What follows belongs to an exercise in optimizing a design on an open flow for small area and a short achievable clock period; a production flow would make more cautious choices.
Only simulation tests tie the RTL to the original design; equivalence was not proved.

==> flow/design.v (outline; a module is shown in full before it is edited, if it fits) <==
// module final_log: 2112 lines
module final_log(clk, reset, base, in_data, out_data);
  // ...
==> flow/flow/run.sh <==
#!/bin/bash
set -euo pipefail
bash standard.sh SETUP_SLACK_MARGIN=36 "BUFFER_PORTS_ARGS=-buffer_cell sky130_fd_sc_hd__buf_1" SKIP_GATE_CLONING=1 finish > run.log 2>&1
==> flow/standard.sh <==
#!/bin/bash
# synth_recipe.tcl (not shown) runs the flow's synth.tcl, then flattens the netlist and writes it again
# the make line also repeats each setting of config.mk as NAME=value (left out here)
make -C /OpenROAD-flow-scripts/flow DESIGN_CONFIG=/design/flow/config.mk WORK_HOME=/design/flow/orfs CLKGATE_MAP_FILE= SYNTH_SCRIPT=/design/flow/synth_recipe.tcl "${@:-finish}"
==> flow/config.mk <==
export PLATFORM = sky130hd
export DESIGN_NAME = final_log
export DESIGN_NICKNAME = final_log
export VERILOG_FILES = /design/flow/design.v
export SDC_FILE = /design/flow/constraint.sdc
export NUM_CORES = 4
export LEC_CHECK = 0
export ABC_AREA = 1
export CAP_MARGIN = 20
export CORE_MARGIN = 2
export CORE_UTILIZATION = 40
export CTS_BUF_LIST = sky130_fd_sc_hd__clkbuf_8
export CTS_CLUSTER_DIAMETER = 200
export CTS_CLUSTER_SIZE = 30
export SLEW_MARGIN = 20
==> flow/constraint.sdc <==
create_clock -name core_clock -period 60.0 [get_ports {clk}]
set_input_delay 12.0000 -clock core_clock [delete_from_list [all_inputs] [get_ports {clk}]]
set_output_delay 12.0000 -clock core_clock [all_outputs]
set_load 0.01 [all_outputs]
==> run notes, run 1 <==
The run finished with no timing, DRC or antenna violations. The worst slew margin relative to its limit is 0.473. The post-synthesis share of cell area spent on and, or, nand and nor gates is 0.240.

The worst setup path is launched from an input pin. The number of vias per cell after detailed routing is 5.13. The post-synthesis compound-gate area fraction came out at 0.116. The setup TNS came out at 0 ns. The number of buffers added on ports is 66. The fraction of the mapped netlist area in adder cells is 0.421. The number of combinational gates with multiple inputs is 1406. In the routed design, unresolved DRC markers number 0. The iteration count of the initial detailed-routing pass came out at 5. The count of nets left with antenna violations after detail routing is 0. The count of cells resized by post-cts repair is 18. In this run, post-CTS hold repair placed 0 buffers. The setup-violating endpoint count in the final report is 0. The synthesized netlist occupies a cell area of 13300 µm².

Routed signal wires occupy layers up through met4. The total number of vias is 12200. The cell area after layout came out at 14200 µm². The total stage count of the critical path came out at 55. The overall global routing resource usage is 0.199.

The number of filler instances in the final layout came out at 3444. The sum of met3 wire segment lengths after detailed routing is 1.19 mm. The number of buffers on the longest clock path came out at 2.

The total count of max-transition violations in the final report is 0. The largest registers in the layout are wq (18), dq (5), eq (4).
==> inputs of run 2 (changes only) <==
--- a/flow/design.v
+++ b/flow/design.v
@@ -34,110 +34,125 @@
                 5'b10110: tn0 = 21'h18215e;
                 5'b10111: tn0 = 21'hec55c;
                 default: tn0 = 21'h1fffff;
             endcase
         end
     endfunction
     function [17:0] tn1;
         input [1:0] b;
-        input [1:0] d;    
+        input [3:0] d;    
         begin
             case ({b[1], b[1] ? 1'b0 : b[0], d})
-                4'b0000: tn1 = 18'h3ffff;
-                4'b0001: tn1 = 18'h39427;
-                4'b0010: tn1 = 18'h3c942;
-                4'b0011: tn1 = 18'h35d6a;
-                4'b0100: tn1 = 18'h3ffff;
-                4'b0101: tn1 = 18'h307ad;
-                4'b0110: tn1 = 18'h381f5;
-                4'b0111: tn1 = 18'h289a3;
-                4'b1000: tn1 = 18'h3ffff;
-                4'b1001: tn1 = 18'h299c0;
-                4'b1010: tn1 = 18'h34a28;
-                4'b1011: tn1 = 18'h1e3e9;
+                6'b000000: tn1 = 18'h3ffff;
+                6'b000001: tn1 = 18'h39427;
+                6'b000010: tn1 = 18'h3c942;
+                6'b000011: tn1 = 18'h35d6a;
+                6'b000100: tn1 = 18'h3e46b;
+                6'b000101: tn1 = 18'h37893;
+                6'b000110: tn1 = 18'h3adae;
+                6'b000111: tn1 = 18'h341d6;
+                6'b001000: tn1 = 18'h3f227;
+                6'b001001: tn1 = 18'h3864f;
+                6'b001010: tn1 = 18'h3bb6a;
+                6'b001011: tn1 = 18'h34f92;
+                6'b001100: tn1 = 18'h3d693;
+                6'b001101: tn1 = 18'h36abb;
+                6'b001110: tn1 = 18'h39fd6;
+                6'b001111: tn1 = 18'h333fe;
+                6'b010000: tn1 = 18'h3ffff;
+                6'b010001: tn1 = 18'h307ad;
+                6'b010010: tn1 = 18'h381f5;
+                6'b010011: tn1 = 18'h289a3;
+                6'b010100: tn1 = 18'h3c07e;
+                6'b010101: tn1 = 18'h2c82c;
+                6'b010110: tn1 = 18'h34274;
+                6'b010111: tn1 = 18'h24a22;
+                6'b011000: tn1 = 18'h3e01f;
+                6'b011001: tn1 = 18'h2e7cd;
+                6'b011010: tn1 = 18'h36215;
+                6'b011011: tn1 = 18'h269c3;
+                6'b011100: tn1 = 18'h3a09e;
+                6'b011101: tn1 = 18'h2a84c;
+                6'b011110: tn1 = 18'h32294;
+                6'b011111: tn1 = 18'h22a42;
+                6'b100000: tn1 = 18'h3ffff;
+                6'b100001: tn1 = 18'h299c0;
+                6'b100010: tn1 = 18'h34a28;
+                6'b100011: tn1 = 18'h1e3e9;
+                6'b100100: tn1 = 18'h3a461;
+                6'b100101: tn1 = 18'h23e22;
+                6'b100110: tn1 = 18'h2ee8a;
+                6'b100111: tn1 = 18'h1884b;
+                6'b101000: tn1 = 18'h3d202;
+                6'b101001: tn1 = 18'h26bc3;
+                6'b101010: tn1 = 18'h31c2b;
+                6'b101011: tn1 = 18'h1b5ec;
+                6'b101100: tn1 = 18'h37664;
+                6'b101101: tn1 = 18'h21025;
+                6'b101110: tn1 = 18'h2c08d;
+                6'b101111: tn1 = 18'h15a4e;
                 default: tn1 = 18'h3ffff;
             endcase
         end
     endfunction
-    function [15:0] tn2;
-        input [1:0] b;
-        input [1:0] d;    
-        begin
-            case ({b[1], b[1] ? 1'b0 : b[0], d})
-                4'b0000: tn2 = 16'hffff;
-                4'b0001: tn2 = 16'he46b;
-                4'b0010: tn2 = 16'hf227;
-                4'b0011: tn2 = 16'hd693;
-                4'b0100: tn2 = 16'hffff;
-                4'b0101: tn2 = 16'hc07e;
-                4'b0110: tn2 = 16'he01f;
-                4'b0111: tn2 = 16'ha09e;
-                4'b1000: tn2 = 16'hffff;
-                4'b1001: tn2 = 16'ha461;
-                4'b1010: tn2 = 16'hd202;
-                4'b1011: tn2 = 16'h7664;
-                default: tn2 = 16'hffff;
-            endcase
-        end
-    endfunction
     function [23:0] cst;
         input [1:0] b;
         input [3:0] e;
         begin
             case ({b[1], b[1] ? 1'b0 : b[0], e})
-                6'b000000: cst = 24'he4820d;
-                6'b000001: cst = 24'he95311;
-                6'b000010: cst = 24'hee2416;
-                6'b000011: cst = 24'hf2f51b;
-                6'b000100: cst = 24'hf7c620;
-                6'b000101: cst = 24'hfc9725;
-                6'b000110: cst = 24'h01682a;
-                6'b000111: cst = 24'h06392e;
-                6'b001000: cst = 24'h0b0a33;
-                6'b001001: cst = 24'hdae003;
-                6'b001010: cst = 24'hdae003;
-                6'b001011: cst = 24'hdae003;
-                6'b001100: cst = 24'hdae003;
-                6'b001101: cst = 24'hdae003;
-                6'b001110: cst = 24'hdae003;
-                6'b001111: cst = 24'hdfb108;
-                6'b010000: cst = 24'hf10e46;
-                6'b010001: cst = 24'hfc2567;
-                6'b010010: cst = 24'h073c89;
-                6'b010011: cst = 24'h1253aa;
-                6'b010100: cst = 24'h1d6acc;
-                6'b010101: cst = 24'h2881ed;
-                6'b010110: cst = 24'h33990f;
-                6'b010111: cst = 24'h3eb030;
-                6'b011000: cst = 24'h49c752;
-                6'b011001: cst = 24'hdae003;
-                6'b011010: cst = 24'hdae003;
-                6'b011011: cst = 24'hdae003;
-                6'b011100: cst = 24'hdae003;
-                6'b011101: cst = 24'hdae003;
-                6'b011110: cst = 24'hdae003;
-                6'b011111: cst = 24'he5f724;
-                6'b100000: cst = 24'hfae003;
-                6'b100001: cst = 24'h0ae003;
-                6'b100010: cst = 24'h1ae003;
-                6'b100011: cst = 24'h2ae003;
-                6'b100100: cst = 24'h3ae003;
-                6'b100101: cst = 24'h4ae003;
-                6'b100110: cst = 24'h5ae003;
-                6'b100111: cst = 24'h6ae003;
-                6'b101000: cst = 24'h7ae003;
-                6'b101001: cst = 24'hdae003;
-                6'b101010: cst = 24'hdae003;
-                6'b101011: cst = 24'hdae003;
-                6'b101100: cst = 24'hdae003;
-                6'b101101: cst = 24'hdae003;
-                6'b101110: cst = 24'hdae003;
-                6'b101111: cst = 24'heae003;
-                default: cst = 24'hdae003;
+                6'b000000: cst = 24'he5820c;
+                6'b000001: cst = 24'hea5310;
+                6'b000010: cst = 24'hef2415;
+                6'b000011: cst = 24'hf3f51a;
+                6'b000100: cst = 24'hf8c61f;
+                6'b000101: cst = 24'hfd9724;
+                6'b000110: cst = 24'h026829;
+                6'b000111: cst = 24'h07392d;
+                6'b001000: cst = 24'h0c0a32;
+                6'b001001: cst = 24'hdbe002;
+                6'b001010: cst = 24'hdbe002;
+                6'b001011: cst = 24'hdbe002;
+                6'b001100: cst = 24'hdbe002;
+                6'b001101: cst = 24'hdbe002;
+                6'b001110: cst = 24'hdbe002;
+                6'b001111: cst = 24'he0b107;
+                6'b010000: cst = 24'hf20e45;
+                6'b010001: cst = 24'hfd2566;
+                6'b010010: cst = 24'h083c88;
+                6'b010011: cst = 24'h1353a9;
+                6'b010100: cst = 24'h1e6acb;
+                6'b010101: cst = 24'h2981ec;
+                6'b010110: cst = 24'h34990e;
+                6'b010111: cst = 24'h3fb02f;
+                6'b011000: cst = 24'h4ac751;
+                6'b011001: cst = 24'hdbe002;
+                6'b011010: cst = 24'hdbe002;
+                6'b011011: cst = 24'hdbe002;
+                6'b011100: cst = 24'hdbe002;
+                6'b011101: cst = 24'hdbe002;
+                6'b011110: cst = 24'hdbe002;
+                6'b011111: cst = 24'he6f723;
+                6'b100000: cst = 24'hfbe002;
+                6'b100001: cst = 24'h0be002;
+                6'b100010: cst = 24'h1be002;
+                6'b100011: cst = 24'h2be002;
+                6'b100100: cst = 24'h3be002;
+                6'b100101: cst = 24'h4be002;
+                6'b100110: cst = 24'h5be002;
+                6'b100111: cst = 24'h6be002;
+                6'b101000: cst = 24'h7be002;
+                6'b101001: cst = 24'hdbe002;
+                6'b101010: cst = 24'hdbe002;
+                6'b101011: cst = 24'hdbe002;
+                6'b101100: cst = 24'hdbe002;
+                6'b101101: cst = 24'hdbe002;
+                6'b101110: cst = 24'hdbe002;
+                6'b101111: cst = 24'hebe002;
+                default: cst = 24'hdbe002;
             endcase
         end
     endfunction
     wire [7:0] e8 = in_data[30:23];
     wire valid = ~in_data[31] & ((e8 == 8'd127) | ((e8[7:4] == 4'h8) & (e8[3:0] <= 4'd8)));
     wire w0_0 = ~in_data[1];
     wire w0_1 = ~in_data[2];
     wire w0_2 = ~in_data[3];
@@ -1722,21 +1737,20 @@
     wire w7_8 = x6_382;
     wire w7_9 = x6_383;
     wire w7_10 = x6_384;
     wire w7_11 = x6_385;
     wire w7_12 = x6_386;
     wire w7_13 = x6_387;
     wire w7_14 = x6_388;
     wire w7_15 = x6_389;
-    wire c7 = w7_0 & w7_1 & w7_2;    
     wire [23:0] yc = cst(bq, eq);
     wire [20:0] yt0 = tn0(bq, {dq[2], dq[1], dq[0]});
-    wire [17:0] yt1 = tn1(bq, {dq[4], dq[3]});
-    wire [15:0] yt2 = tn2(bq, {d7, d6});
+    wire [17:0] yt1 = tn1(bq, {d7, d6, dq[4], dq[3]});
+    wire c7 = w7_0 & w7_1 & w7_2;    
     wire y_0 = yc[0] ^ yt0[0];
     wire y_1 = y_0 ^ yt1[0];
     wire y_2 = (yc[0] & yt0[0]) | (yc[0] & yt1[0]) | (yt0[0] & yt1[0]);
     wire y_3 = yc[1] ^ yt0[1];
     wire y_4 = y_3 ^ yt1[1];
     wire y_5 = (yc[1] & yt0[1]) | (yc[1] & yt1[1]) | (yt0[1] & yt1[1]);
     wire y_6 = yc[2] ^ yt0[2];
     wire y_7 = y_6 ^ yt1[2];
@@ -1790,63 +1804,63 @@
     wire y_55 = yc[18] & yt0[18];
     wire y_56 = yc[18] ^ yt0[18];
     wire y_57 = yc[19] ^ yt0[19];
     wire y_58 = yc[19] & yt0[19];
     wire y_59 = yc[19] ^ yt0[19];
     wire y_60 = yc[20] ^ yt0[20];
     wire y_61 = yc[20] & yt0[20];
     wire y_62 = yc[20] ^ yt0[20];
-    wire y_63 = y_1 ^ yt2[0];
-    wire y_64 = y_1 & yt2[0];
+    wire y_63 = y_1 ^ ~w7_3;
+    wire y_64 = y_1 & ~w7_3;
     wire y_65 = y_4 ^ y_2;
-    wire y_66 = y_65 ^ yt2[1];
-    wire y_67 = (y_4 & y_2) | (y_4 & yt2[1]) | (y_2 & yt2[1]);
+    wire y_66 = y_65 ^ ~w7_4;
+    wire y_67 = (y_4 & y_2) | (y_4 & ~w7_4) | (y_2 & ~w7_4);
     wire y_68 = y_7 ^ y_5;
-    wire y_69 = y_68 ^ yt2[2];
-    wire y_70 = (y_7 & y_5) | (y_7 & yt2[2]) | (y_5 & yt2[2]);
+    wire y_69 = y_68 ^ ~w7_5;
+    wire y_70 = (y_7 & y_5) | (y_7 & ~w7_5) | (y_5 & ~w7_5);
     wire y_71 = y_10 ^ y_8;
-    wire y_72 = y_71 ^ yt2[3];
-    wire y_73 = (y_10 & y_8) | (y_10 & yt2[3]) | (y_8 & yt2[3]);
+    wire y_72 = y_71 ^ ~w7_6;
+    wire y_73 = (y_10 & y_8) | (y_10 & ~w7_6) | (y_8 & ~w7_6);
     wire y_74 = y_13 ^ y_11;
-    wire y_75 = y_74 ^ yt2[4];
-    wire y_76 = (y_13 & y_11) | (y_13 & yt2[4]) | (y_11 & yt2[4]);
+    wire y_75 = y_74 ^ ~w7_7;
+    wire y_76 = (y_13 & y_11) | (y_13 & ~w7_7) | (y_11 & ~w7_7);
     wire y_77 = y_16 ^ y_14;
-    wire y_78 = y_77 ^ yt2[5];
-    wire y_79 = (y_16 & y_14) | (y_16 & yt2[5]) | (y_14 & yt2[5]);
+    wire y_78 = y_77 ^ ~w7_8;
+    wire y_79 = (y_16 & y_14) | (y_16 & ~w7_8) | (y_14 & ~w7_8);
     wire y_80 = y_19 ^ y_17;
-    wire y_81 = y_80 ^ yt2[6];
-    wire y_82 = (y_19 & y_17) | (y_19 & yt2[6]) | (y_17 & yt2[6]);
+    wire y_81 = y_80 ^ ~w7_9;
+    wire y_82 = (y_19 & y_17) | (y_19 & ~w7_9) | (y_17 & ~w7_9);
     wire y_83 = y_22 ^ y_20;
-    wire y_84 = y_83 ^ yt2[7];
-    wire y_85 = (y_22 & y_20) | (y_22 & yt2[7]) | (y_20 & yt2[7]);
+    wire y_84 = y_83 ^ ~w7_10;
+    wire y_85 = (y_22 & y_20) | (y_22 & ~w7_10) | (y_20 & ~w7_10);
     wire y_86 = y_25 ^ y_23;
-    wire y_87 = y_86 ^ yt2[8];
-    wire y_88 = (y_25 & y_23) | (y_25 & yt2[8]) | (y_23 & yt2[8]);
+    wire y_87 = y_86 ^ ~w7_11;
+    wire y_88 = (y_25 & y_23) | (y_25 & ~w7_11) | (y_23 & ~w7_11);
     wire y_89 = y_28 ^ y_26;
-    wire y_90 = y_89 ^ yt2[9];
-    wire y_91 = (y_28 & y_26) | (y_28 & yt2[9]) | (y_26 & yt2[9]);
+    wire y_90 = y_89 ^ ~w7_12;
+    wire y_91 = (y_28 & y_26) | (y_28 & ~w7_12) | (y_26 & ~w7_12);
     wire y_92 = y_31 ^ y_29;
-    wire y_93 = y_92 ^ yt2[10];
-    wire y_94 = (y_31 & y_29) | (y_31 & yt2[10]) | (y_29 & yt2[10]);
+    wire y_93 = y_92 ^ ~w7_13;
+    wire y_94 = (y_31 & y_29) | (y_31 & ~w7_13) | (y_29 & ~w7_13);
     wire y_95 = y_34 ^ y_32;
-    wire y_96 = y_95 ^ yt2[11];
-    wire y_97 = (y_34 & y_32) | (y_34 & yt2[11]) | (y_32 & yt2[11]);
+    wire y_96 = y_95 ^ ~w7_14;
+    wire y_97 = (y_34 & y_32) | (y_34 & ~w7_14) | (y_32 & ~w7_14);
     wire y_98 = y_37 ^ y_35;
-    wire y_99 = y_98 ^ yt2[12];
-    wire y_100 = (y_37 & y_35) | (y_37 & yt2[12]) | (y_35 & yt2[12]);
+    wire y_99 = y_98 ^ ~w7_15;
+    wire y_100 = (y_37 & y_35) | (y_37 & ~w7_15) | (y_35 & ~w7_15);
     wire y_101 = y_40 ^ y_38;
-    wire y_102 = y_101 ^ yt2[13];
-    wire y_103 = (y_40 & y_38) | (y_40 & yt2[13]) | (y_38 & yt2[13]);
+    wire y_102 = y_40 & y_38;
+    wire y_103 = y_40 ^ y_38;
     wire y_104 = y_43 ^ y_41;
-    wire y_105 = y_104 ^ yt2[14];
-    wire y_106 = (y_43 & y_41) | (y_43 & yt2[14]) | (y_41 & yt2[14]);
+    wire y_105 = y_43 & y_41;
+    wire y_106 = y_43 ^ y_41;
     wire y_107 = y_46 ^ y_44;
-    wire y_108 = y_107 ^ yt2[15];
-    wire y_109 = (y_46 & y_44) | (y_46 & yt2[15]) | (y_44 & yt2[15]);
+    wire y_108 = y_46 & y_44;
+    wire y_109 = y_46 ^ y_44;
     wire y_110 = y_49 ^ y_47;
     wire y_111 = y_49 & y_47;
     wire y_112 = y_49 ^ y_47;
     wire y_113 = y_52 ^ y_50;
     wire y_114 = y_52 & y_50;
     wire y_115 = y_52 ^ y_50;
     wire y_116 = y_54 ^ y_53;
     wire y_117 = y_54 & y_53;
@@ -1855,259 +1869,192 @@
     wire y_120 = y_57 & y_55;
     wire y_121 = y_57 ^ y_55;
     wire y_122 = y_60 ^ y_58;
     wire y_123 = y_60 & y_58;
     wire y_124 = y_60 ^ y_58;
     wire y_125 = yc[21] ^ y_61;
     wire y_126 = yc[21] & y_61;
     wire y_127 = yc[21] ^ y_61;
-    wire y_128 = y_63 ^ ~w7_3;
-    wire y_129 = y_63 & ~w7_3;
-    wire y_130 = y_66 ^ y_64;
-    wire y_131 = y_130 ^ ~w7_4;
-    wire y_132 = (y_66 & y_64) | (y_66 & ~w7_4) | (y_64 & ~w7_4);
-    wire y_133 = y_69 ^ y_67;
-    wire y_134 = y_133 ^ ~w7_5;
-    wire y_135 = (y_69 & y_67) | (y_69 & ~w7_5) | (y_67 & ~w7_5);
-    wire y_136 = y_72 ^ y_70;
-    wire y_137 = y_136 ^ ~w7_6;
-    wire y_138 = (y_72 & y_70) | (y_72 & ~w7_6) | (y_70 & ~w7_6);
-    wire y_139 = y_75 ^ y_73;
-    wire y_140 = y_139 ^ ~w7_7;
-    wire y_141 = (y_75 & y_73) | (y_75 & ~w7_7) | (y_73 & ~w7_7);
-    wire y_142 = y_78 ^ y_76;
-    wire y_143 = y_142 ^ ~w7_8;
-    wire y_144 = (y_78 & y_76) | (y_78 & ~w7_8) | (y_76 & ~w7_8);
-    wire y_145 = y_81 ^ y_79;
-    wire y_146 = y_145 ^ ~w7_9;
-    wire y_147 = (y_81 & y_79) | (y_81 & ~w7_9) | (y_79 & ~w7_9);
-    wire y_148 = y_84 ^ y_82;
-    wire y_149 = y_148 ^ ~w7_10;
-    wire y_150 = (y_84 & y_82) | (y_84 & ~w7_10) | (y_82 & ~w7_10);
-    wire y_151 = y_87 ^ y_85;
-    wire y_152 = y_151 ^ ~w7_11;
-    wire y_153 = (y_87 & y_85) | (y_87 & ~w7_11) | (y_85 & ~w7_11);
-    wire y_154 = y_90 ^ y_88;
-    wire y_155 = y_154 ^ ~w7_12;
-    wire y_156 = (y_90 & y_88) | (y_90 & ~w7_12) | (y_88 & ~w7_12);
-    wire y_157 = y_93 ^ y_91;
-    wire y_158 = y_157 ^ ~w7_13;
-    wire y_159 = (y_93 & y_91) | (y_93 & ~w7_13) | (y_91 & ~w7_13);
-    wire y_160 = y_96 ^ y_94;
-    wire y_161 = y_160 ^ ~w7_14;
-    wire y_162 = (y_96 & y_94) | (y_96 & ~w7_14) | (y_94 & ~w7_14);
-    wire y_163 = y_99 ^ y_97;
-    wire y_164 = y_163 ^ ~w7_15;
-    wire y_165 = (y_99 & y_97) | (y_99 & ~w7_15) | (y_97 & ~w7_15);
-    wire y_166 = y_102 ^ y_100;
-    wire y_167 = y_102 & y_100;
-    wire y_168 = y_102 ^ y_100;
-    wire y_169 = y_105 ^ y_103;
-    wire y_170 = y_105 & y_103;
-    wire y_171 = y_105 ^ y_103;
-    wire y_172 = y_108 ^ y_106;
-    wire y_173 = y_108 & y_106;
-    wire y_174 = y_108 ^ y_106;
-    wire y_175 = y_110 ^ y_109;
-    wire y_176 = y_110 & y_109;
-    wire y_177 = y_110 ^ y_109;
-    wire y_178 = y_113 ^ y_111;
-    wire y_179 = y_113 & y_111;
-    wire y_180 = y_113 ^ y_111;
-    wire y_181 = y_116 ^ y_114;
-    wire y_182 = y_116 & y_114;
-    wire y_183 = y_116 ^ y_114;
-    wire y_184 = y_119 ^ y_117;
-    wire y_185 = y_119 & y_117;
-    wire y_186 = y_119 ^ y_117;
-    wire y_187 = y_122 ^ y_120;
-    wire y_188 = y_122 & y_120;
-    wire y_189 = y_122 ^ y_120;
-    wire y_190 = y_125 ^ y_123;
-    wire y_191 = y_125 & y_123;
-    wire y_192 = y_125 ^ y_123;
-    wire y_193 = yc[22] ^ y_126;
-    wire y_194 = yc[22] & y_126;
-    wire y_195 = yc[22] ^ y_126;
-    wire y_196 = y_131 ^ y_129;
-    wire y_197 = y_134 ^ y_132;
-    wire y_198 = y_137 ^ y_135;
-    wire y_199 = y_140 ^ y_138;
-    wire y_200 = y_143 ^ y_141;
-    wire y_201 = y_146 ^ y_144;
-    wire y_202 = y_149 ^ y_147;
-    wire y_203 = y_152 ^ y_150;
-    wire y_204 = y_155 ^ y_153;
-    wire y_205 = y_158 ^ y_156;
-    wire y_206 = y_161 ^ y_159;
-    wire y_207 = y_164 ^ y_162;
-    wire y_208 = y_166 ^ y_165;
-    wire y_209 = y_169 ^ y_167;
-    wire y_210 = y_172 ^ y_170;
-    wire y_211 = y_175 ^ y_173;
-    wire y_212 = y_178 ^ y_176;
-    wire y_213 = y_181 ^ y_179;
-    wire y_214 = y_184 ^ y_182;
-    wire y_215 = y_187 ^ y_185;
-    wire y_216 = y_190 ^ y_188;
-    wire y_217 = y_193 ^ y_191;
-    wire y_218 = yc[23] ^ y_194;
-    wire y_219 = y_131 & y_129;
-    wire y_220 = y_134 & y_132;
-    wire y_221 = y_137 & y_135;
-    wire y_222 = y_140 & y_138;
-    wire y_223 = y_143 & y_141;
-    wire y_224 = y_146 & y_144;
-    wire y_225 = y_149 & y_147;
-    wire y_226 = y_152 & y_150;
-    wire y_227 = y_155 & y_153;
-    wire y_228 = y_158 & y_156;
-    wire y_229 = y_161 & y_159;
-    wire y_230 = y_164 & y_162;
-    wire y_231 = y_166 & y_165;
-    wire y_232 = y_169 & y_167;
-    wire y_233 = y_172 & y_170;
-    wire y_234 = y_175 & y_173;
-    wire y_235 = y_178 & y_176;
-    wire y_236 = y_181 & y_179;
-    wire y_237 = y_184 & y_182;
-    wire y_238 = y_187 & y_185;
-    wire y_239 = y_190 & y_188;
-    wire y_240 = y_193 & y_191;
-    wire y_241 = yc[23] & y_194;
-    wire y_242 = y_128 & ~c7;
-    wire y_243 = y_196 & y_242;
-    wire y_244 = y_219 | y_243;
-    wire y_245 = y_198 & y_220;
-    wire y_246 = y_221 | y_245;
-    wire y_247 = y_198 & y_197;
-    wire y_248 = y_200 & y_222;
-    wire y_249 = y_223 | y_248;
-    wire y_250 = y_200 & y_199;
-    wire y_251 = y_202 & y_224;
-    wire y_252 = y_225 | y_251;
-    wire y_253 = y_202 & y_201;
-    wire y_254 = y_204 & y_226;
-    wire y_255 = y_227 | y_254;
-    wire y_256 = y_204 & y_203;
-    wire y_257 = y_206 & y_228;
-    wire y_258 = y_229 | y_257;
-    wire y_259 = y_206 & y_205;
-    wire y_260 = y_208 & y_230;
-    wire y_261 = y_231 | y_260;
-    wire y_262 = y_208 & y_207;
-    wire y_263 = y_210 & y_232;
-    wire y_264 = y_233 | y_263;
-    wire y_265 = y_210 & y_209;
-    wire y_266 = y_212 & y_234;
-    wire y_267 = y_235 | y_266;
-    wire y_268 = y_212 & y_211;
-    wire y_269 = y_214 & y_236;
-    wire y_270 = y_237 | y_269;
-    wire y_271 = y_214 & y_213;
-    wire y_272 = y_216 & y_238;
-    wire y_273 = y_239 | y_272;
-    wire y_274 = y_216 & y_215;
-    wire y_275 = y_218 & y_240;
-    wire y_276 = y_241 | y_275;
-    wire y_277 = y_218 & y_217;
-    wire y_278 = y_247 & y_244;
-    wire y_279 = y_246 | y_278;
-    wire y_280 = y_253 & y_249;
-    wire y_281 = y_252 | y_280;
-    wire y_282 = y_253 & y_250;
-    wire y_283 = y_259 & y_255;
-    wire y_284 = y_258 | y_283;
-    wire y_285 = y_259 & y_256;
-    wire y_286 = y_265 & y_261;
-    wire y_287 = y_264 | y_286;
-    wire y_288 = y_265 & y_262;
-    wire y_289 = y_271 & y_267;
-    wire y_290 = y_270 | y_289;
-    wire y_291 = y_271 & y_268;
-    wire y_292 = y_277 & y_273;
-    wire y_293 = y_276 | y_292;
-    wire y_294 = y_277 & y_274;
-    wire y_295 = y_282 & y_279;
-    wire y_296 = y_281 | y_295;
-    wire y_297 = y_288 & y_284;
-    wire y_298 = y_287 | y_297;
-    wire y_299 = y_288 & y_285;
-    wire y_300 = y_294 & y_290;
-    wire y_301 = y_293 | y_300;
-    wire y_302 = y_294 & y_291;
-    wire y_303 = y_299 & y_296;
-    wire y_304 = y_298 | y_303;
-    wire y_305 = y_302 & y_304;
-    wire y_306 = y_301 | y_305;
-    wire y_307 = y_285 & y_296;
-    wire y_308 = y_284 | y_307;
-    wire y_309 = y_291 & y_304;
-    wire y_310 = y_290 | y_309;
-    wire y_311 = y_250 & y_279;
-    wire y_312 = y_249 | y_311;
-    wire y_313 = y_256 & y_296;
-    wire y_314 = y_255 | y_313;
-    wire y_315 = y_262 & y_308;
-    wire y_316 = y_261 | y_315;
-    wire y_317 = y_268 & y_304;
-    wire y_318 = y_267 | y_317;
-    wire y_319 = y_274 & y_310;
-    wire y_320 = y_273 | y_319;
-    wire y_321 = y_197 & y_244;
-    wire y_322 = y_220 | y_321;
-    wire y_323 = y_199 & y_279;
-    wire y_324 = y_222 | y_323;
-    wire y_325 = y_201 & y_312;
-    wire y_326 = y_224 | y_325;
-    wire y_327 = y_203 & y_296;
-    wire y_328 = y_226 | y_327;
-    wire y_329 = y_205 & y_314;
-    wire y_330 = y_228 | y_329;
-    wire y_331 = y_207 & y_308;
-    wire y_332 = y_230 | y_331;
-    wire y_333 = y_209 & y_316;
-    wire y_334 = y_232 | y_333;
-    wire y_335 = y_211 & y_304;
-    wire y_336 = y_234 | y_335;
-    wire y_337 = y_213 & y_318;
-    wire y_338 = y_236 | y_337;
-    wire y_339 = y_215 & y_310;
-    wire y_340 = y_238 | y_339;
-    wire y_341 = y_217 & y_320;
-    wire y_342 = y_240 | y_341;
-    wire y_343 = y_128 ^ ~c7;
-    wire y_344 = y_196 ^ y_242;
-    wire y_345 = y_197 ^ y_244;
-    wire y_346 = y_198 ^ y_322;
-    wire y_347 = y_199 ^ y_279;
-    wire y_348 = y_200 ^ y_324;
-    wire y_349 = y_201 ^ y_312;
-    wire y_350 = y_202 ^ y_326;
-    wire y_351 = y_203 ^ y_296;
-    wire y_352 = y_204 ^ y_328;
-    wire y_353 = y_205 ^ y_314;
-    wire y_354 = y_206 ^ y_330;
-    wire y_355 = y_207 ^ y_308;
-    wire y_356 = y_208 ^ y_332;
-    wire y_357 = y_209 ^ y_316;
-    wire y_358 = y_210 ^ y_334;
-    wire y_359 = y_211 ^ y_304;
-    wire y_360 = y_212 ^ y_336;
-    wire y_361 = y_213 ^ y_318;
-    wire y_362 = y_214 ^ y_338;
-    wire y_363 = y_215 ^ y_310;
-    wire y_364 = y_216 ^ y_340;
-    wire y_365 = y_217 ^ y_320;
-    wire y_366 = y_218 ^ y_342;
-    wire [23:0] y = {y_366, y_365, y_364, y_363, y_362, y_361, y_360, y_359, y_358, y_357, y_356, y_355, y_354, y_353, y_352, y_351, y_350, y_349, y_348, y_347, y_346, y_345, y_344, y_343};
+    wire y_128 = y_66 ^ y_64;
+    wire y_129 = y_69 ^ y_67;
+    wire y_130 = y_72 ^ y_70;
+    wire y_131 = y_75 ^ y_73;
+    wire y_132 = y_78 ^ y_76;
+    wire y_133 = y_81 ^ y_79;
+    wire y_134 = y_84 ^ y_82;
+    wire y_135 = y_87 ^ y_85;
+    wire y_136 = y_90 ^ y_88;
+    wire y_137 = y_93 ^ y_91;
+    wire y_138 = y_96 ^ y_94;
+    wire y_139 = y_99 ^ y_97;
+    wire y_140 = y_101 ^ y_100;
+    wire y_141 = y_104 ^ y_102;
+    wire y_142 = y_107 ^ y_105;
+    wire y_143 = y_110 ^ y_108;
+    wire y_144 = y_113 ^ y_111;
+    wire y_145 = y_116 ^ y_114;
+    wire y_146 = y_119 ^ y_117;
+    wire y_147 = y_122 ^ y_120;
+    wire y_148 = y_125 ^ y_123;
+    wire y_149 = yc[22] ^ y_126;
+    wire y_150 = y_66 & y_64;
+    wire y_151 = y_69 & y_67;
+    wire y_152 = y_72 & y_70;
+    wire y_153 = y_75 & y_73;
+    wire y_154 = y_78 & y_76;
+    wire y_155 = y_81 & y_79;
+    wire y_156 = y_84 & y_82;
+    wire y_157 = y_87 & y_85;
+    wire y_158 = y_90 & y_88;
+    wire y_159 = y_93 & y_91;
+    wire y_160 = y_96 & y_94;
+    wire y_161 = y_99 & y_97;
+    wire y_162 = y_101 & y_100;
+    wire y_163 = y_104 & y_102;
+    wire y_164 = y_107 & y_105;
+    wire y_165 = y_110 & y_108;
+    wire y_166 = y_113 & y_111;
+    wire y_167 = y_116 & y_114;
+    wire y_168 = y_119 & y_117;
+    wire y_169 = y_122 & y_120;
+    wire y_170 = y_125 & y_123;
+    wire y_171 = yc[22] & y_126;
+    wire y_172 = y_63 & ~c7;
+    wire y_173 = y_128 & y_172;
+    wire y_174 = y_150 | y_173;
+    wire y_175 = y_130 & y_151;
+    wire y_176 = y_152 | y_175;
+    wire y_177 = y_130 & y_129;
+    wire y_178 = y_132 & y_153;
+    wire y_179 = y_154 | y_178;
+    wire y_180 = y_132 & y_131;
+    wire y_181 = y_134 & y_155;
+    wire y_182 = y_156 | y_181;
+    wire y_183 = y_134 & y_133;
+    wire y_184 = y_136 & y_157;
+    wire y_185 = y_158 | y_184;
+    wire y_186 = y_136 & y_135;
+    wire y_187 = y_138 & y_159;
+    wire y_188 = y_160 | y_187;
+    wire y_189 = y_138 & y_137;
+    wire y_190 = y_140 & y_161;
+    wire y_191 = y_162 | y_190;
+    wire y_192 = y_140 & y_139;
+    wire y_193 = y_142 & y_163;
+    wire y_194 = y_164 | y_193;
+    wire y_195 = y_142 & y_141;
+    wire y_196 = y_144 & y_165;
+    wire y_197 = y_166 | y_196;
+    wire y_198 = y_144 & y_143;
+    wire y_199 = y_146 & y_167;
+    wire y_200 = y_168 | y_199;
+    wire y_201 = y_146 & y_145;
+    wire y_202 = y_148 & y_169;
+    wire y_203 = y_170 | y_202;
+    wire y_204 = y_148 & y_147;
+    wire y_205 = yc[23] & y_171;
+    wire y_206 = yc[23] & y_149;
+    wire y_207 = y_177 & y_174;
+    wire y_208 = y_176 | y_207;
+    wire y_209 = y_183 & y_179;
+    wire y_210 = y_182 | y_209;
+    wire y_211 = y_183 & y_180;
+    wire y_212 = y_189 & y_185;
+    wire y_213 = y_188 | y_212;
+    wire y_214 = y_189 & y_186;
+    wire y_215 = y_195 & y_191;
+    wire y_216 = y_194 | y_215;
+    wire y_217 = y_195 & y_192;
+    wire y_218 = y_201 & y_197;
+    wire y_219 = y_200 | y_218;
+    wire y_220 = y_201 & y_198;
+    wire y_221 = y_206 & y_203;
+    wire y_222 = y_205 | y_221;
+    wire y_223 = y_206 & y_204;
+    wire y_224 = y_211 & y_208;
+    wire y_225 = y_210 | y_224;
+    wire y_226 = y_217 & y_213;
+    wire y_227 = y_216 | y_226;
+    wire y_228 = y_217 & y_214;
+    wire y_229 = y_223 & y_219;
+    wire y_230 = y_222 | y_229;
+    wire y_231 = y_223 & y_220;
+    wire y_232 = y_228 & y_225;
+    wire y_233 = y_227 | y_232;
+    wire y_234 = y_231 & y_233;
+    wire y_235 = y_230 | y_234;
+    wire y_236 = y_214 & y_225;
+    wire y_237 = y_213 | y_236;
+    wire y_238 = y_220 & y_233;
+    wire y_239 = y_219 | y_238;
+    wire y_240 = y_180 & y_208;
+    wire y_241 = y_179 | y_240;
+    wire y_242 = y_186 & y_225;
+    wire y_243 = y_185 | y_242;
+    wire y_244 = y_192 & y_237;
+    wire y_245 = y_191 | y_244;
+    wire y_246 = y_198 & y_233;
+    wire y_247 = y_197 | y_246;
+    wire y_248 = y_204 & y_239;
+    wire y_249 = y_203 | y_248;
+    wire y_250 = y_129 & y_174;
+    wire y_251 = y_151 | y_250;
+    wire y_252 = y_131 & y_208;
+    wire y_253 = y_153 | y_252;
+    wire y_254 = y_133 & y_241;
+    wire y_255 = y_155 | y_254;
+    wire y_256 = y_135 & y_225;
+    wire y_257 = y_157 | y_256;
+    wire y_258 = y_137 & y_243;
+    wire y_259 = y_159 | y_258;
+    wire y_260 = y_139 & y_237;
+    wire y_261 = y_161 | y_260;
+    wire y_262 = y_141 & y_245;
+    wire y_263 = y_163 | y_262;
+    wire y_264 = y_143 & y_233;
+    wire y_265 = y_165 | y_264;
+    wire y_266 = y_145 & y_247;
+    wire y_267 = y_167 | y_266;
+    wire y_268 = y_147 & y_239;
+    wire y_269 = y_169 | y_268;
+    wire y_270 = y_149 & y_249;
+    wire y_271 = y_171 | y_270;
+    wire y_272 = y_63 ^ ~c7;
+    wire y_273 = y_128 ^ y_172;
+    wire y_274 = y_129 ^ y_174;
+    wire y_275 = y_130 ^ y_251;
+    wire y_276 = y_131 ^ y_208;
+    wire y_277 = y_132 ^ y_253;
+    wire y_278 = y_133 ^ y_241;
+    wire y_279 = y_134 ^ y_255;
+    wire y_280 = y_135 ^ y_225;
+    wire y_281 = y_136 ^ y_257;
+    wire y_282 = y_137 ^ y_243;
+    wire y_283 = y_138 ^ y_259;
+    wire y_284 = y_139 ^ y_237;
+    wire y_285 = y_140 ^ y_261;
+    wire y_286 = y_141 ^ y_245;
+    wire y_287 = y_142 ^ y_263;
+    wire y_288 = y_143 ^ y_233;
+    wire y_289 = y_144 ^ y_265;
+    wire y_290 = y_145 ^ y_247;
+    wire y_291 = y_146 ^ y_267;
+    wire y_292 = y_147 ^ y_239;
+    wire y_293 = y_148 ^ y_269;
+    wire y_294 = y_149 ^ y_249;
+    wire y_295 = yc[23] ^ y_271;
+    wire [23:0] y = {y_295, y_294, y_293, y_292, y_291, y_290, y_289, y_288, y_287, y_286, y_285, y_284, y_283, y_282, y_281, y_280, y_279, y_278, y_277, y_276, y_275, y_274, y_273, y_272};
     reg [4:0] cnt;
     integer i;
     always @(*) begin
         cnt = 5'd24;
         for (i = 0; i < 24; i = i + 1)
             if (y[i]) cnt = 5'd23 - i;
     end
-    wire [23:0] ys = y << cnt;
+    wire [23:0] ys16 = cnt[4] ? {y[7:0], 16'd0} : y;
+    wire [23:0] ys8 = cnt[3] ? {ys16[15:0], 8'd0} : ys16;
+    wire [23:0] ys4 = cnt[2] ? {ys8[19:0], 4'd0} : ys8;
+    wire [23:0] ys2 = cnt[1] ? {ys4[21:0], 2'd0} : ys4;
+    wire [23:0] ys = cnt[0] ? {ys2[22:0], 1'd0} : ys2;
     wire [7:0] expo = (8'd130 - {3'd0, cnt}) & {8{eq != 4'd9}};    
     always @(*) out_data = invq ? 32'hffffffff : {1'b0, expo, ys[22:3], 3'b0};
 endmodule
--- a/flow/config.mk
+++ b/flow/config.mk
@@ -7,9 +7,10 @@
 export LEC_CHECK = 0
 export ABC_AREA = 1
 export CAP_MARGIN = 20
 export CORE_MARGIN = 2
 export CORE_UTILIZATION = 40
 export CTS_BUF_LIST = sky130_fd_sc_hd__clkbuf_8
 export CTS_CLUSTER_DIAMETER = 200
 export CTS_CLUSTER_SIZE = 30
+export PLACE_DENSITY = 0.85
 export SLEW_MARGIN = 20
==> run 2 against run 1 <==
Against the previous run: still clean on timing, DRC and antenna; synthesized cell count decreased by 1.9%; die area decreased by 2.4%; count of clock-buffer cells in the layout unchanged.
==> run notes, run 2 <==
Run status: finished clean (unchanged). The sink count of the clock tree is 30 (unchanged). The final number of hold-violating endpoints is 0 (unchanged). The number of instances in the synthesized netlist was 1866 (was 1902). The cell repeated most along the worst path is sky130_fd_sc_hd__nand2_1 (was sky130_fd_sc_hd__fa_1). The placeable core region came out at 31700 µm² (was 32600 µm²). The setup TNS was 0 ns (unchanged).

The clock tree from TritonCTS is yes (unchanged). The DRC violations left came out at 0 (unchanged). The class of the tightest hold or removal check is in2async (unchanged). The total of warnings raised by yosys came out at 1 (unchanged). The violation count after the first detailed-route iteration is 1091 (was 729). The number of global-route vias before repair was 12300 (was 12100). Setup repair after global routing missed its margin: false (unchanged).

The worst path required time came to 60.18 ns (was 60.19 ns). The slack of the critical path came out at 36.69 ns (was 36.88 ns). The share of the synthesized area in the top cell type came to 0.255 (was 0.272). The delay of the slowest cell on the worst path is 0.50 ns (about the same). The detailed placer's ending HPWL came to 28.8 mm (was 29.5 mm). The total count of max-transition violations in the final report is 0 (unchanged).

The total wire length after detailed routing is 34.8 mm (was 34.9 mm). The worst slew margin relative to its limit came out at 0.454 (was 0.473). The footprint of the flip-flops and latches was 753 µm² (unchanged).

Main area contributors after synthesis: sky130_fd_sc_hd__fa_1 25%, sky130_fd_sc_hd__ha_1 15%, sky130_fd_sc_hd__nand2_1 12% (was sky130_fd_sc_hd__fa_1 27%, sky130_fd_sc_hd__ha_1 15%, sky130_fd_sc_hd__nand2_1 12%). The average cell area after synthesis is 6.95 µm² (was 7.00 µm²). The post-synthesis cell type with the largest combined area is sky130_fd_sc_hd__fa_1 (unchanged). The total number of placement rows came to 65 (was 66).

The number of synthesized flops with an enable pin was 0 (unchanged). The count of buffering cells on the critical path with inverters included came out at 13 (was 7). The chip height is 184 µm (was 186 µm).

The number of vias per cell after detailed routing is 5.39 (was 5.13). The total number of vias is 12500 (was 12200). Top cells by count, synth: 417 x sky130_fd_sc_hd__nand2_1, 373 x sky130_fd_sc_hd__inv_1, 165 x sky130_fd_sc_hd__fa_1 (was 422 x sky130_fd_sc_hd__nand2_1, 404 x sky130_fd_sc_hd__inv_1, 181 x sky130_fd_sc_hd__fa_1). The library cell used as clock root buffer is sky130_fd_sc_hd__clkbuf_8 (unchanged). The flip-flop count of the largest register after layout is 18 (unchanged). The worst-margin pin slew came out at 0.808 ns (was 0.784 ns).

The most common cell after layout, fill and taps aside was sky130_fd_sc_hd__nand2_1 (unchanged). The remaining global-route overflow came out at 0 (unchanged). The routed wirelength normalized by instance count was 15.1 µm (was 14.7 µm). The register ranked first by flip-flop count was wq (unchanged).

The combined area of the multi-input logic cells came out at 10600 µm² (was 10900 µm²). The ratio of cells with drive above 1 in the final layout was 0.0513 (was 0.0351). Largest registers: wq (18), dq (5), eq (4) (unchanged).

The number of filler instances in the final layout is 3175 (was 3444). The wire length of the first global-routing pass was 57.8 mm (was 58.1 mm). The maximum fanout along the worst path came to 14 (was 20). The number of distinct library cells after synthesis is 65 (was 57).

The area added between synthesis and finish is 7.27% (was 6.60%). The total CTS buffers came out at 5 (unchanged). The iteration count of the initial detailed-routing pass is 8 (was 5).

The share of the yosys chip area belonging to registers came out at 0.0581 (was 0.0566). The data arrival time of the worst path came out at 23.49 ns (was 23.31 ns). The post-synthesis instance area came out at 13000 µm² (was 13300 µm²). The share of flip-flops with an asynchronous set or reset after synthesis came to 1.00 (unchanged). The post-layout minimum cycle time is 23.31 ns (was 23.12 ns). The number of nets in the layout was 2261 (was 2310). The effective utilization at floorplan is 0.409 (was 0.408).

The depth of the CTS H-tree came out at 2 (unchanged). The setup-violating endpoint count in the final report came out at 0 (unchanged). The max-cap violation count is 0 (unchanged).

The overall global routing resource usage came to 0.205 (was 0.199). The final worst-path cycle share is 0.389 (was 0.385). The dominant register cell in the synthesized netlist is sky130_fd_sc_hd__dfrtp_1 (unchanged). The slowest stage cell on the critical path is sky130_fd_sc_hd__fa_1 (unchanged).

The net count after synthesis is 2218 (was 2277). The launching element type of the critical path is an input pin (unchanged). The fmax is 42.9 MHz (was 43.3 MHz). The kind of critical path is in2reg (unchanged). The full die area is 33900 µm² (was 34700 µm²). The number of buffers added on ports came out at 66 (unchanged). Most used cells in the layout excluding fill and tap cells: 415 x sky130_fd_sc_hd__nand2_1, 368 x sky130_fd_sc_hd__inv_1, 164 x sky130_fd_sc_hd__fa_1, 149 x sky130_fd_sc_hd__ha_1, 143 x sky130_fd_sc_hd__nor2_1 (was 413 x sky130_fd_sc_hd__nand2_1, 401 x sky130_fd_sc_hd__inv_1, 181 x sky130_fd_sc_hd__fa_1, 157 x sky130_fd_sc_hd__ha_1, 144 x sky130_fd_sc_hd__nor2_1). The placer congestion estimate came out at 1.00 (was 0.908).

The cell family with the largest share of critical-path delay is adder cells (unchanged). The count of nets left with antenna violations after detail routing is 0 (unchanged). The dominant cell by count in the synthesized netlist was sky130_fd_sc_hd__nand2_1 (unchanged).

The clock-pin slew reported for the worst setup and hold paths after clock tree synthesis is 0.08 ns (was 0.07 ns). The number of top-level pins is 68 (unchanged). The maximum number of pins on one net before global-route repair came out at 38 (was 34).

The endpoint class of the critical path is a register (unchanged). The worst-case setup slack after placement came out at 35.34 ns (was 34.11 ns). The number of buffers on the longest clock path is 2 (unchanged). The number of synthesized register bits came out at 30 (unchanged).

The number of antenna violations at the first check in global routing is 1 (was 0). The horizontal die dimension came out at 184 µm (was 186 µm).
-- run 2: cell types whose count changed in the layout (fill, tap and decap cells not counted), moves of 8 or more --
cell                      delta
sky130_fd_sc_hd__nand3_1    -47
sky130_fd_sc_hd__inv_1      -33
sky130_fd_sc_hd__o21ai_0    +26
sky130_fd_sc_hd__fa_1       -17
sky130_fd_sc_hd__buf_4      +13
sky130_fd_sc_hd__ha_1        -8
sky130_fd_sc_hd__nor3_1      +8
-- run 2: layout make-up --
cell class                      instances  area share
Antenna cell                            1    0.000180
Clock buffer                            6     0.00593
Clock inverter                          2     0.00432
Inverter                              384       0.105
Multi-Input combinational cell       1395       0.762
Sequential cell                        30      0.0541
Tap cell                              402      0.0361
Timing Repair Buffer                   93      0.0323
-- run 2: logic make-up (layout without fill, tap and decap cells) --
family | count (synthesis) | count (layout) | synth area share
flip-flops | 30 | 30 | 0.0581
buffers and inverters | 441 | 485 | 0.132
AND/OR/NAND/NOR | 728 | 728 | 0.233
multiplexers | 1 | 1 | 0.000772
AO/OA/AOI/OAI | 299 | 299 | 0.140
adder cells (fa/ha/maj) | 316 | 316 | 0.400
other | 0 | 1 | 0
XOR/XNOR | 51 | 51 | 0.0350
-- run 2: worst max-delay path by stage --
stage | start | to | slack, ns | cells after the start
finish | in_data[3] | wq[8]$_DFF_PP0_ | 36.69 | 65
global route | in_data[3] | wq[0]$_DFF_PP0_ | 35.96 | 65
CTS | wq[8]$_DFF_PP0_ | out_data[7] | 36.02 | 47
detailed placement | in_data[3] | wq[4]$_DFF_PP0_ | 35.34 | 63
global placement | in_data[3] | wq[3]$_DFF_PP0_ | 35.67 | 65
floorplan | in_data[3] | wq[0]$_DFF_PP0_ | 37.79 | 67
-- run 2: per-stage QoR --
step	hold WS [ns]	cells	utilization	area, µm²
floorplan	12.00	1866	-	13000
detailed placement	12.08	2283	0.426	13500
CTS	11.75	2294	0.431	13700
finish	11.74	2313	0.439	13900
global route	11.78	2313	0.439	13900
global placement	12.06	2283	0.426	13500
-- run 2: timing repair --
item / CTS / global route
hold endpoints to repair: 0 / 0
hold buffers: 0 / 0
pin swaps: 0 / 7
setup buffers: 3 / 18
endpoints found under the setup margin: 18 / 46
resized for setup: 4 / 28
-- run 2: metal layers --
layer / vias to the layer above / wire length (µm) / GRT usage
li1: 6000 / - / -
met1: 5940 / 14500 / 0.253
met2: 463 / 17500 / 0.376
met3: 75 / 1920 / 0.0158
met4: 0 / 1030 / 0.0672
met5: - / 0 / 0
==> inputs of run 3 (changes only) <==
--- a/flow/config.mk
+++ b/flow/config.mk
@@ -12,5 +12,4 @@
 export CTS_BUF_LIST = sky130_fd_sc_hd__clkbuf_8
 export CTS_CLUSTER_DIAMETER = 200
 export CTS_CLUSTER_SIZE = 30
-export PLACE_DENSITY = 0.85
 export SLEW_MARGIN = 20
==> run 3 against run 2 <==
Against the previous run: utilization is 0.28 points lower; die area unchanged; global-route usage decreased by 0.12 points; sequential share of layout area is essentially flat; critical path type unchanged; wire length down 1.2%; synthesized cell count did not move; critical path depth decreased by 1; fmax grew 0.50%.
==> run notes, run 3 <==
The data arrival time of the worst path is 23.36 ns (was 23.49 ns). The depth of the CTS H-tree is 2 (unchanged). The register ranked first by flip-flop count is wq (unchanged).

The cell family with the largest share of critical-path delay is adder cells (unchanged). The number of global-route vias before repair is 11500 (was 12300). The dominant register cell in the synthesized netlist is sky130_fd_sc_hd__dfrtp_1 (unchanged). The final worst-path cycle share is 0.387 (was 0.389). Run status: finished clean (unchanged). The total CTS buffers is 5 (unchanged). The worst slew margin relative to its limit is 0.403 (was 0.454). The clock tree from TritonCTS is yes (unchanged). The sink count of the clock tree came out at 30 (unchanged). The slowest stage cell on the critical path is sky130_fd_sc_hd__fa_1 (unchanged). The endpoint class of the critical path was a register (unchanged).

The iteration count of the initial detailed-routing pass came out at 6 (was 8). The post-synthesis instance area came to 13000 µm² (unchanged). Main area contributors after synthesis: sky130_fd_sc_hd__fa_1 25%, sky130_fd_sc_hd__ha_1 15%, sky130_fd_sc_hd__nand2_1 12% (unchanged).

The horizontal die dimension is 184 µm (unchanged). The remaining global-route overflow was 0 (unchanged). The total number of placement rows is 65 (unchanged). The flip-flop count of the largest register after layout is 18 (unchanged). The number of buffers added on ports came out at 66 (unchanged). The max-cap violation count is 0 (unchanged). The worst-margin pin slew is 0.884 ns (was 0.808 ns).

The placement-stage cell area was 13500 µm² (about the same). The most common cell after layout, fill and taps aside is sky130_fd_sc_hd__nand2_1 (unchanged). The wire length of the first global-routing pass came out at 56.2 mm (was 57.8 mm).

The number of antenna violations at the first check in global routing is 0 (was 1). The cell area after layout came out at 13800 µm² (was 13900 µm²). The violation count after the first detailed-route iteration came out at 873 (was 1091). The layer carrying the most global-route usage is met2 (unchanged).

The effective utilization at floorplan came out at 0.409 (unchanged). The count of nets left with antenna violations after detail routing came out at 0 (unchanged). The number of distinct library cells after synthesis came out at 65 (unchanged).

The final number of hold-violating endpoints came to 0 (unchanged). The fmax came out at 43.1 MHz (was 42.9 MHz). The full die area is 33900 µm² (unchanged). The number of synthesized register bits came out at 30 (unchanged).

The placeable core region came out at 31700 µm² (unchanged). The number of vias per cell after detailed routing is 5.22 (was 5.39). The overall global routing resource usage came out at 0.204 (was 0.205). Setup repair after global routing missed its margin: false (unchanged).

The post-layout minimum cycle time is 23.19 ns (was 23.31 ns). The worst path required time came out at 60.17 ns (was 60.18 ns). The dominant cell by count in the synthesized netlist was sky130_fd_sc_hd__nand2_1 (unchanged). The count of buffering cells on the critical path with inverters included came out at 14 (was 13). The number of instances in the synthesized netlist is 1866 (unchanged). The total wire length after detailed routing is 34.4 mm (was 34.8 mm). The number of buffers on the longest clock path was 2 (unchanged).

The final core area utilization came out at 0.436 (was 0.439). The net count after synthesis came out at 2218 (unchanged). The total of warnings raised by yosys is 1 (unchanged). The ratio of cells with drive above 1 in the final layout is 0.0457 (was 0.0513). The number of nets in the layout is 2257 (was 2261). The placer congestion estimate came out at 0.896 (was 1.00). The delay of the slowest cell on the worst path is 0.58 ns (was 0.50 ns).

The number of synthesized flops with an enable pin came to 0 (unchanged). Largest registers: wq (18), dq (5), eq (4) (unchanged). Top cells by count, synth: 417 x sky130_fd_sc_hd__nand2_1, 373 x sky130_fd_sc_hd__inv_1, 165 x sky130_fd_sc_hd__fa_1 (unchanged). The met3 layer usage reported by global route was 0.00869 (was 0.0158). The total number of vias came to 12000 (was 12500). The chip height is 184 µm (unchanged). The post-synthesis cell type with the largest combined area is sky130_fd_sc_hd__fa_1 (unchanged). The number of top-level pins came out at 68 (unchanged). The class of the tightest hold or removal check was in2async (unchanged). The kind of critical path is in2reg (unchanged).

The maximum fanout along the worst path is 25 (was 14). The maximum number of pins on one net before global-route repair was 38 (unchanged). The DRC violations left came out at 0 (unchanged). The library cell used as clock root buffer was sky130_fd_sc_hd__clkbuf_8 (unchanged). The launching element type of the critical path is an input pin (unchanged). The met1 global-route usage came out at 0.263 (was 0.253). Most used cells in the layout excluding fill and tap cells: 417 x sky130_fd_sc_hd__nand2_1, 370 x sky130_fd_sc_hd__inv_1, 164 x sky130_fd_sc_hd__fa_1, 149 x sky130_fd_sc_hd__ha_1, 144 x sky130_fd_sc_hd__nor2_1 (was 415 x sky130_fd_sc_hd__nand2_1, 368 x sky130_fd_sc_hd__inv_1, 164 x sky130_fd_sc_hd__fa_1, 149 x sky130_fd_sc_hd__ha_1, 143 x sky130_fd_sc_hd__nor2_1).

The share of flip-flops with an asynchronous set or reset after synthesis is 1.00 (unchanged). The clock-pin slew reported for the worst setup and hold paths after clock tree synthesis was 0.08 ns (about the same). The area added between synthesis and finish came to 6.59% (was 7.27%).

The setup TNS is 0 ns (unchanged). The setup-violating endpoint count in the final report is 0 (unchanged). The number of antenna cells inserted is 0 (was 1). The routed wirelength normalized by instance count came out at 14.9 µm (was 15.1 µm).

The detailed placer's ending HPWL came to 29.1 mm (was 28.8 mm). The average cell area after synthesis came out at 6.95 µm² (unchanged). The total count of max-transition violations in the final report came out at 0 (unchanged). The share of the yosys chip area belonging to registers was 0.0581 (unchanged). The share of the synthesized area in the top cell type is 0.255 (unchanged). The global-route track usage on met2 came to 0.365 (was 0.376).
[run 3: cell counts after synthesis]
Identical to the previous run, type by type.
[run 3: worst paths after layout]
check	start	end	slack, ns	cells after the start
min in group core_clock	base[1]	bq[1]$_DFF_PP0_	11.80	1
max in group asynchronous	reset	eq[0]$_DFF_PP1_	47.94	3
max	in_data[3]	wq[16]$_DFF_PP0_	36.81	64
min	reset	dq[4]$_DFF_PP0_	11.74	3
[run 3: layout make-up]
class,instances,area [µm²]
clock buffers,6,82.6
inverters,384,1470
multi-input cells,1395,10600
fillers,3363,17900
repair buffers,89,422
flip-flops and latches,30,753
clock inverters,1,30.0
well taps,402,503
[run 3: timing repair]
item,CTS,global route
buffers inserted,3,12
setup endpoints to repair,19,40
pin swaps,0,3
gates resized for setup,5,20
hold buffers,0,0
[run 3: logic make-up after synthesis]
family,count (synthesis),synth area share
XOR/XNOR,51,0.0350
buffers and inverters,441,0.132
AND/OR/NAND/NOR,728,0.233
flip-flops,30,0.0581
adder cells (fa/ha/maj),316,0.400
multiplexers,1,0.000772
AO/OA/AOI/OAI,299,0.140
[run 3: tightest hold or removal path, cell delays in order]
cell                    delay, ns
sky130_fd_sc_hd__buf_1       0.07
sky130_fd_sc_hd__inv_1       0.04
sky130_fd_sc_hd__buf_4       0.34
[run 3: routing by layer]
layer | routed length (µm) | vias to the layer above
met4 | 922 | 0
met3 | 1170 | 53
met1 | 15200 | 5672
met5 | 0 | -
li1 | - | 6001
met2 | 17100 | 319
[run 3: per-stage QoR]
step	hold slack [ns]	worst slack, ns	std cells
2_1_floorplan	12.00	37.79	1866
3_3_place_gp	12.08	35.20	2285
3_5_place_dp	12.08	35.11	2285
4_1_cts	11.74	36.09	2295
5_1_grt	11.77	35.92	2307
6_report	11.74	36.81	2307
==> inputs of run 4 (changes only) <==
==> flow/run.sh (new file) <==
#!/bin/bash
# synth_recipe.tcl (not shown) runs the flow's synth.tcl, then flattens the netlist and writes it again
# the make line also repeats each setting of config.mk as NAME=value (left out here)
make -C /OpenROAD-flow-scripts/flow DESIGN_CONFIG=/design/flow/config.mk WORK_HOME=/design/flow/orfs CLKGATE_MAP_FILE= SYNTH_SCRIPT=/design/flow/synth_recipe.tcl finish
--- a/flow/config.mk
+++ b/flow/config.mk
@@ -12,4 +12,5 @@
 export CTS_BUF_LIST = sky130_fd_sc_hd__clkbuf_8
 export CTS_CLUSTER_DIAMETER = 200
 export CTS_CLUSTER_SIZE = 30
+export SETUP_SLACK_MARGIN = 5
 export SLEW_MARGIN = 20
removed: flow/flow/run.sh
removed: flow/standard.sh
==> run 4 against run 3 <==
Against the previous run: die area did not move; first-iteration DRC count fell by 1.9%; flip-flop and latch count unchanged; wire length down 0.37%; worst hold slack better by 0.33 ns; non-clock buffer count decreased by 15; global-route usage up 0.79 points; setup slack worse by 1.9 ns; sequential share of layout area is 0.084 points lower; synthesized cell count did not move; utilization up 0.68 points.
==> run notes, run 4 <==
Run status: finished clean (unchanged). The dominant cell by count in the synthesized netlist is sky130_fd_sc_hd__nand2_1 (unchanged). The setup-violating endpoint count in the final report came out at 0 (unchanged). The ratio of cells with drive above 1 in the final layout was 0.0291 (was 0.0457). The post-synthesis cell type with the largest combined area is sky130_fd_sc_hd__fa_1 (unchanged).

Most used cells in the layout excluding fill and tap cells: 417 x sky130_fd_sc_hd__nand2_1, 373 x sky130_fd_sc_hd__inv_1, 165 x sky130_fd_sc_hd__fa_1, 151 x sky130_fd_sc_hd__ha_1, 145 x sky130_fd_sc_hd__nor2_1 (was 417 x sky130_fd_sc_hd__nand2_1, 370 x sky130_fd_sc_hd__inv_1, 164 x sky130_fd_sc_hd__fa_1, 149 x sky130_fd_sc_hd__ha_1, 144 x sky130_fd_sc_hd__nor2_1). The critical path launch point is in_data[19] (was in_data[3]). The number of instances in the synthesized netlist came to 1866 (unchanged). The share of the yosys chip area belonging to registers is 0.0581 (unchanged). Setup repair after global routing missed its margin: false (unchanged). The placer congestion estimate is 0.923 (was 0.896).

The number of distinct library cells after synthesis is 65 (unchanged). The sink count of the clock tree was 30 (unchanged). The remaining global-route overflow came out at 0 (unchanged).

The number of vias per cell after detailed routing is 5.25 (was 5.22). The worst-case setup slack after placement came out at 34.73 ns (was 35.11 ns). The depth of the CTS H-tree is 2 (unchanged). The post-synthesis compound-gate area fraction came out at 0.140 (unchanged). The delay of the slowest cell on the worst path came out at 0.62 ns (was 0.58 ns). The number of antenna cells inserted came to 0 (unchanged).

The number of top-level pins came to 68 (unchanged). The library cell used as clock root buffer is sky130_fd_sc_hd__clkbuf_8 (unchanged). The multiplexer fraction of the synthesized cell area is 0.000772 (unchanged).

The number of synthesized flops with an enable pin came to 0 (unchanged). The share of flip-flops with an asynchronous set or reset after synthesis came out at 1.00 (unchanged). Top cells by count, synth: 417 x sky130_fd_sc_hd__nand2_1, 373 x sky130_fd_sc_hd__inv_1, 165 x sky130_fd_sc_hd__fa_1 (unchanged).

The kind of critical path is in2reg (unchanged). The count of nets left with antenna violations after detail routing is 0 (unchanged). The total CTS buffers came to 5 (unchanged).

The most common cell after layout, fill and taps aside was sky130_fd_sc_hd__nand2_1 (unchanged). The effective utilization at floorplan came to 0.409 (unchanged). The slack of the critical path came to 34.94 ns (was 36.81 ns). The count of buffers added by post-CTS timing repair for setup is 0 (was 3). The area added between synthesis and finish is 8.26% (was 6.59%). The average cell area after synthesis is 6.95 µm² (unchanged). The number of buffers on the longest clock path is 2 (unchanged).

The class of the tightest hold or removal check is in2async (unchanged). The number of filler instances in the final layout came out at 3311 (was 3363). The number of global-route vias before repair is 11900 (was 11500). The clock tree from TritonCTS was yes (unchanged).

The worst-margin pin slew came out at 0.954 ns (was 0.884 ns). The total stage count of the critical path came to 64 (unchanged). The dominant combinational cell family by area after synthesis is adder cells (unchanged). The max-cap violation count came to 0 (unchanged). The final worst-path cycle share is 0.418 (was 0.387). The number of nets in the layout came out at 2242 (was 2257). The post-synthesis instance area was 13000 µm² (unchanged). The data arrival time of the worst path is 25.26 ns (was 23.36 ns).

The detailed placer's ending HPWL is 29.3 mm (was 29.1 mm). The horizontal die dimension is 184 µm (unchanged). The number of synthesized register bits is 30 (unchanged). The register ranked first by flip-flop count is wq (unchanged). The dominant register cell in the synthesized netlist is sky130_fd_sc_hd__dfrtp_1 (unchanged). The total number of placement rows is 65 (unchanged). The final number of hold-violating endpoints is 0 (unchanged). The chip height is 184 µm (unchanged). The routed wirelength normalized by instance count is 15.0 µm (was 14.9 µm). The worst slew margin relative to its limit is 0.356 (was 0.403).

The post-synthesis share of cell area spent on xor and xnor gates came out at 0.0350 (unchanged). The net count after synthesis came out at 2218 (unchanged). The launching element type of the critical path is an input pin (unchanged). The clock-pin slew reported for the worst setup and hold paths after clock tree synthesis came out at 0.08 ns (about the same). The post-layout minimum cycle time came out at 25.06 ns (was 23.19 ns).

The iteration count of the initial detailed-routing pass is 5 (was 6). The share of the synthesized area in the top cell type is 0.255 (unchanged). The violation count after the first detailed-route iteration came out at 856 (was 873). The count of buffering cells on the critical path with inverters included came out at 13 (was 14). The flip-flop count of the largest register after layout came to 18 (unchanged). The slowest stage cell on the critical path is sky130_fd_sc_hd__fa_1 (unchanged). The worst path required time came out at 60.20 ns (was 60.17 ns). The fraction of the mapped netlist area in adder cells was 0.400 (unchanged). The number of buffers added on ports is 66 (unchanged). The maximum fanout along the worst path is 25 (unchanged).

The full die area came out at 33900 µm² (unchanged). The placeable core region was 31700 µm² (unchanged). The total count of max-transition violations in the final report came out at 0 (unchanged). The number of antenna violations at the first check in global routing came out at 0 (unchanged). The DRC violations left came out at 0 (unchanged).

The total of warnings raised by yosys is 1 (unchanged). The number of buffers inserted for hold repair after clock tree synthesis was 0 (unchanged). The fmax is 39.9 MHz (was 43.1 MHz).

The endpoint class of the critical path is a register (unchanged). The cell family with the largest share of critical-path delay is simple AND/OR/NAND/NOR gates (was adder cells). The setup TNS came out at 0 ns (unchanged). The post-synthesis share of cell area spent on and, or, nand and nor gates is 0.233 (unchanged). In this design, the critical path's most frequently occurring cell is sky130_fd_sc_hd__inv_1. The maximum number of pins on one net before global-route repair came out at 38 (unchanged). The total wire length after detailed routing was 34.3 mm (was 34.4 mm). The total number of vias is 12000 (about the same). The overall global routing resource usage came out at 0.211 (was 0.204). Largest registers: wq (18), dq (5), eq (4) (unchanged).

The count of cells resized by post-cts repair came out at 0 (was 5). The wire length of the first global-routing pass was 58.2 mm (was 56.2 mm). Main area contributors after synthesis: sky130_fd_sc_hd__fa_1 25%, sky130_fd_sc_hd__ha_1 15%, sky130_fd_sc_hd__nand2_1 12% (unchanged).
run 4: cell types whose count changed in the layout (fill, tap and decap cells not counted), moves of 3 or more:
cell / previous run / this run
sky130_fd_sc_hd__clkdlybuf4s50_1: 0 / 66
sky130_fd_sc_hd__clkinvlp_4: 3 / 0
sky130_fd_sc_hd__buf_4: 22 / 8
sky130_fd_sc_hd__inv_1: 370 / 373
sky130_fd_sc_hd__buf_1: 63 / 0
sky130_fd_sc_hd__clkbuf_2: 4 / 0
run 4: cell families after synthesis:
logic type	after synthesis
buf+inv	441
fa+ha+maj	316
simple gates	728
compound gates	299
flops	30
mux	1
xor+xnor	51
run 4: path summary, 6_finish.rpt:
kind	to	slack (ns)
worst max-delay path	wq[11]$_DFF_PP0_	34.94
worst min-delay path	dq[4]$_DFF_PP0_	12.07
max in group asynchronous	eq[0]$_DFF_PP1_	47.61
min in group core_clock	bq[0]$_DFF_PP0_	12.14
run 4: layout make-up:
type                            instances  area [µm²]  share of cell area
Clock inverter                          1        30.0             0.00214
Inverter                              384        1450               0.103
Sequential cell                        30         753              0.0536
Tap cell                              402         503              0.0358
Multi-Input combinational cell       1395       10500               0.748
Clock buffer                            6        82.6             0.00588
Timing Repair Buffer                   74         721              0.0513
run 4: per-layer routing:
metal	GRT usage	routed length (µm)	part of all wire	up-vias
li1	-	-	-	5970
met1	0.271	14700	0.43	5662
met2	0.378	17300	0.50	353
met3	0.00988	1260	0.037	58
met4	0.0800	1090	0.032	0
met5	0	0	0	-
run 4: metrics by stage:
stage | cells | hold slack, ns | area (µm²) | util
2_1_floorplan | 1866 | 12.00 | 13000 | -
3_3_place_gp | 2285 | 12.40 | 13900 | 0.439
3_5_place_dp | 2285 | 12.41 | 13900 | 0.439
4_1_cts | 2292 | 12.07 | 14000 | 0.443
5_1_grt | 2292 | 12.12 | 14000 | 0.443
6_report | 2292 | 12.07 | 14000 | 0.443

re-timing with driven ports:
The results above use ideal ports. As a check the final layouts listed here were re-extracted and re-timed, cells and wires unchanged.
Step 1 (the two cells are an assumption about what drives the block):
set clk [get_ports {clk}]
set_driving_cell -lib_cell sky130_fd_sc_hd__clkbuf_16 $clk
set_driving_cell -lib_cell sky130_fd_sc_hd__buf_2 [delete_from_list [all_inputs] $clk]
Step 2 moves the port delays by t, midway between the first and last clock arrival at a register: inputs arrive t later, outputs are due t later. That takes back most of the time a late clock gives input paths.
Slacks: no drivers / after step 1 / after step 2; pairs: no drivers / after step 1.
run	t (ns)	setup slack, ns	hold slack, ns
run 1	0.338	36.882 / 36.868 / 36.534	11.738 / 11.719 / 12.056
run 2	0.336	36.689 / 36.705 / 36.369	11.741 / 11.726 / 12.062
run 3	0.332	36.806 / 36.810 / 36.478	11.738 / 11.722 / 12.054
run 4	0.326	34.941 / 34.918 / 34.592	12.071 / 12.064 / 12.390
After both steps setup and hold are still met in every run listed. The setup slack of run 4, which loses most, moves by -0.023 ns with the drivers and by -0.349 ns with both steps.
